Background: an optimization exercise with open tools, aiming at a short achievable clock period and few clock cycles. Do not read the settings as production practice. Function was checked by simulation only, so behaviour that the tests miss may differ from the original. No activity file was given, so power comes from the tool's default toggle rates.

==> design/flow/design.v <==
`timescale 1ns / 1ps
module microprocessor(
    input  wire        clk,
    input  wire        rst,
    output wire [4:0]  pc,
    input  wire [27:0] inst,
    output wire [4:0]  ram_addr,
    output wire [7:0]  ram_wdata,
    output wire        ram_we,
    input  wire [7:0]  ram_rdata,
    input  wire [4:0]  dbg_addr,
    output wire [7:0]  dbg_data,
    output reg         halted
);
localparam W = 4;
reg [27:0] icache [0:31];
reg [31:0] ivalid;
reg [4:0]  fp;
assign pc = fp;
reg [7:0]  R [0:31];
reg [3:0]  flag;
reg [4:0]  xpc [0:W-1];      
reg        st_pend;
reg [4:0]  st_addr;
reg [7:0]  st_data;
reg [27:0] iw   [0:W-1];
reg        iv   [0:W-1];
reg [3:0]  op   [0:W-1];
reg [4:0]  fa   [0:W-1];
reg [4:0]  fb   [0:W-1];
reg [4:0]  fc   [0:W-1];
reg [7:0]  imm  [0:W-1];
reg        is_mov [0:W-1], is_ldi [0:W-1], is_st [0:W-1], is_ildi [0:W-1], is_br [0:W-1],
           is_load [0:W-1], is_end [0:W-1], is_alu [0:W-1];
reg        rd_a [0:W-1], rd_b [0:W-1];    
reg        blk  [0:W-1];                  
reg        fwd  [0:W-1];                  
reg        wr   [0:W-1];
reg [4:0]  wa   [0:W-1];
reg [7:0]  wv   [0:W-1];                  
reg [7:0]  va   [0:W-1], vb [0:W-1];      
reg        jn [0:W-1];
reg [7:0]  res  [0:W-1];
reg [3:0]  fl   [0:W-1];
reg [3:0]  fe   [0:W-1];                  
reg        ok;
integer k, j;
function [11:0] alu;    
    input [2:0] o;
    input [7:0] a, b;
    reg [8:0] s;
    reg [7:0] r;
    reg [3:0] f;
    reg big, one8;
    reg [2:0] sm1;
    begin
        big = |b[7:3];
        one8 = (b == 8'd8) | (~big & (b[2:0] != 3'd0));    
        sm1 = b[2:0] - 3'd1;
        case (o)
            3'd0: begin s = {1'b0, a} + {1'b0, b}; r = s[7:0]; f = s[8] ? 4'b0001 : {1'b0, ~|r, 2'b00}; end
            3'd1: begin s = {1'b0, a} - {1'b0, b}; r = s[7:0]; f = s[8] ? 4'b0010 : {1'b0, ~|r, 2'b00}; end
            3'd2: begin r = a & b; f = {1'b0, ~|r, 2'b00}; end
            3'd3: begin r = a | b; f = {1'b0, ~|r, 2'b00}; end
            3'd4: begin r = big ? 8'd0 : (a << b[2:0]); f = {3'b000, one8 & a[3'd7 - sm1]}; end
            default: begin r = big ? 8'd0 : (a >> b[2:0]); f = {one8 & a[sm1], 3'b000}; end
        endcase
        alu = {f, r};
    end
endfunction
always @(*) begin
    for (k = 0; k < W; k = k + 1) begin
        iw[k] = icache[xpc[k]];
        iv[k] = ivalid[xpc[k]];
        op[k] = iw[k][27:24];
        fa[k] = iw[k][20:16];
        fb[k] = iw[k][12:8];
        fc[k] = iw[k][4:0];
        imm[k] = iw[k][15:8];
        is_mov[k]  = (op[k] == 4'b0000);
        is_ldi[k]  = (op[k] == 4'b0001);
        is_st[k]   = (op[k] == 4'b0010);
        is_ildi[k] = (op[k] == 4'b0011);
        is_br[k]   = (op[k][3:2] == 2'b01);
        is_load[k] = (op[k] == 4'b1110);
        is_end[k]  = (op[k] == 4'b1111);
        is_alu[k]  = op[k][3] & ~(op[k][2] & op[k][1]);
        rd_a[k] = is_mov[k] | is_st[k] | is_ildi[k] | is_alu[k];
        rd_b[k] = is_alu[k];
        blk[k]  = is_alu[k] | is_load[k];
        fwd[k]  = is_mov[k] | is_ldi[k] | is_ildi[k];
        wr[k]   = is_mov[k] | is_ldi[k] | is_ildi[k] | is_load[k] | is_alu[k];
        va[k] = R[fa[k]];
        vb[k] = R[fb[k]];
        for (j = 0; j < k; j = j + 1) begin
            if (fwd[j] && wa[j] == fa[k]) va[k] = wv[j];
            if (fwd[j] && wa[j] == fb[k]) vb[k] = wv[j];
        end
        {fl[k], res[k]} = alu(op[k][2:0], va[k], vb[k]);
        wa[k] = is_ldi[k] ? fa[k] : is_ildi[k] ? va[k][4:0] : is_alu[k] ? fc[k] : fb[k];
        wv[k] = is_mov[k] ? va[k] : is_load[k] ? ram_rdata : is_alu[k] ? res[k] : imm[k];
        fe[k] = flag;
        for (j = 0; j < k; j = j + 1)
            if (is_alu[j]) fe[k] = fl[j];
        if (k == 0) begin
            jn[k] = iv[k] & ~halted & ~(is_load[k] & st_pend);
        end else begin
            ok = iv[k] & ~is_st[k] & ~is_load[k] & ~is_ildi[k] & ~is_br[k-1] & ~is_end[k-1];
            for (j = 0; j < k; j = j + 1) begin
                if (blk[j] && rd_a[k] && wa[j] == fa[k]) ok = 1'b0;
                if (blk[j] && rd_b[k] && wa[j] == fb[k]) ok = 1'b0;
                if (is_st[j] && is_end[k]) ok = 1'b0;
            end
            jn[k] = jn[k-1] & ok;
        end
    end
end
reg [4:0] npc;
reg       any_alu, any_end;
reg [3:0] nflag;
always @(*) begin
    npc = xpc[0];
    any_alu = 1'b0; any_end = 1'b0; nflag = flag;
    for (k = 0; k < W; k = k + 1) begin
        if (jn[k]) begin
            npc = is_br[k] ? (fe[k][op[k][1:0]] ? fa[k] : fb[k]) : xpc[0] + k + 1;
            if (is_alu[k]) nflag = fl[k];
            if (is_end[k]) any_end = 1'b1;
        end
    end
end
genvar g;
generate
    for (g = 0; g < 32; g = g + 1) begin : rf
        always @(posedge clk) begin : wr_g
            integer s;
            if (rst)
                R[g] <= 8'd0;
            else
                for (s = 0; s < W; s = s + 1)
                    if (jn[s] && wr[s] && wa[s] == g)
                        R[g] <= wv[s];
        end
    end
endgenerate
always @(posedge clk) begin
    if (rst) begin
        ivalid <= 32'd0;
        fp <= 5'd0;
    end else begin
        icache[fp] <= inst;
        ivalid[fp] <= 1'b1;
        fp <= (!iv[0] && fp != xpc[0]) ? xpc[0] : fp + 5'd1;
    end
end
always @(posedge clk) begin : ctl
    integer s;
    if (rst) begin
        for (s = 0; s < W; s = s + 1) xpc[s] <= s;
        flag <= 4'd0;
        halted <= 1'b0;
        st_pend <= 1'b0;
    end else begin
        for (s = 0; s < W; s = s + 1) xpc[s] <= npc + s;
        flag <= nflag;
        if (any_end) halted <= 1'b1;
        st_pend <= jn[0] & is_st[0];
    end
    st_addr <= fb[0];
    st_data <= va[0];
end
assign ram_we = st_pend;
assign ram_wdata = st_data;
assign ram_addr = st_pend ? st_addr : fa[0];
assign dbg_data = R[dbg_addr];
endmodule
==> design/flow/run.sh <==
#!/bin/bash
# synth_recipe.tcl (not shown) runs the flow's synth.tcl, then flattens the netlist and writes it again
# the make line also repeats each setting of config.mk as NAME=value (left out here)
make -C /OpenROAD-flow-scripts/flow DESIGN_CONFIG=/design/flow/config.mk WORK_HOME=/design/flow/orfs CLKGATE_MAP_FILE= SYNTH_SCRIPT=/design/flow/synth_recipe.tcl finish
==> design/flow/config.mk <==
export PLATFORM = sky130hd
export DESIGN_NAME = microprocessor
export DESIGN_NICKNAME = microprocessor
export VERILOG_FILES = /design/flow/design.v
export SDC_FILE = /design/flow/constraint.sdc
export NUM_CORES = 4
export LEC_CHECK = 0
export CAP_MARGIN = 20
export CORE_MARGIN = 2
export CORE_UTILIZATION = 40
export PLACE_DENSITY = 0.6
export SLEW_MARGIN = 20
==> design/flow/constraint.sdc <==
create_clock -name core_clock -period 10.0 [get_ports {clk}]
set_input_delay 2.0000 -clock core_clock [delete_from_list [all_inputs] [get_ports {clk}]]
set_output_delay 2.0000 -clock core_clock [all_outputs]
set_load 0.01 [all_outputs]
==> results.txt <==
## kinds of logic after synthesis
logic type / Yosys count
AO/OA/AOI/OAI: 3017
XOR/XNOR: 105
adder cells (fa/ha/maj): 128
buffers and inverters: 1261
flip-flops: 1034
multiplexers: 1457
AND/OR/NAND/NOR: 3076
## per-stage QoR
stage | util | std cells
2_1_floorplan | - | 10100
3_3_place_gp | 0.545 | 16200
3_5_place_dp | 0.545 | 16200
4_1_cts | 0.577 | 16600
## power groups by stage
stage | Combinational (W) | Sequential, W | Clock, W
floorplan | 0.0211 | 0.00501 | 0
global placement | 0.0481 | 0.00535 | 0
detailed placement | 0.0483 | 0.00537 | 0
CTS | 0.0515 | 0.00529 | 0.00474
## how the worst max path moves through the flow
stage	depth (start not counted)	slack (ns)	endpoint
CTS	68	-2.38	R[30][6]
detailed placement	65	-3.50	R[4][7]
global placement	63	-3.66	R[4][7]
floorplan	69	-1.20	R[10][7]
## what timing repair did
item / CTS
hold buffers: 0
setup buffers: 144
pin swaps: 154
resized for setup: 452
endpoints found under the setup margin: 279
cloned: 16
## layer usage
| layer | GRT usage | GRT overflow |
|---|---|---|
| met5 | 0.448 | 14 |
| met2 | 0.941 | 660 |
| met1 | 0.835 | 75 |
| met3 | 0.736 | 114 |
| met4 | 0.803 | 472 |
==> results.ini <==
[status]
outcome=did not finish
stop_stage=global routing (5_1_grt)
firstError=[ERROR GRT-0116] Global routing finished with congestion. Check the congestion regions in the DRC Viewer.

[synth]
synth-simple-area-share=0.152
post-synth-top-area-cell=edfxtp_1
yosys_warnings=31
synth_enable_flop_cells=704
synth_top_family_by_area=multiplexers
ys_seq_area_frac=0.287
synth_area_um2=96700
synth_nets=10200
ys_types=124
netlist_instances=10100
synth_compound_area_frac=0.226
synth.area.mux_share=0.254
synth-xor-area-share=0.00951
synth_fa_ha_area_frac=0.0172
yosysMostFrequentCell=nor2_1
synthArstFlopShare=0
synth_area_leaders=edfxtp_1 22%, mux4_2 18%, dfxtp_1 6.8%
avgSynthCellArea_um2=9.60
synth_top_area_frac=0.219
synth_commonest_cells=876 x nor2_1, 826 x nand2_1, 784 x mux4_2, 704 x edfxtp_1, 635 x clkbuf_1
synth_flop_cell=edfxtp_1
ys_ff_latch=1034

[placement]
dpl.hpwl_um=628000
port_buffers=64
pre_cts_slack_ns=-3.50
postPlaceCellArea_um2=131000
place_congestion=1.41

[clock_tree]
clockBufferDepth=3
clock-sinks=1034
cts.htree.levels=3
clockRootBuffer=clkbuf_16
cts_buffers=118

[floorplanning]
die_w_um=496
start_util=0.402
pin_count=71
die_h_um=496
std_cell_rows=180

[grt]
grt_use_total=0.828
grt_pass1_vias=147000
grt_max_degree=126
grt_pass1_wl_um=1440000
grt-ovfl-total=1335

Testbench counts, summed over its fixed seeds: cycles 10,431.
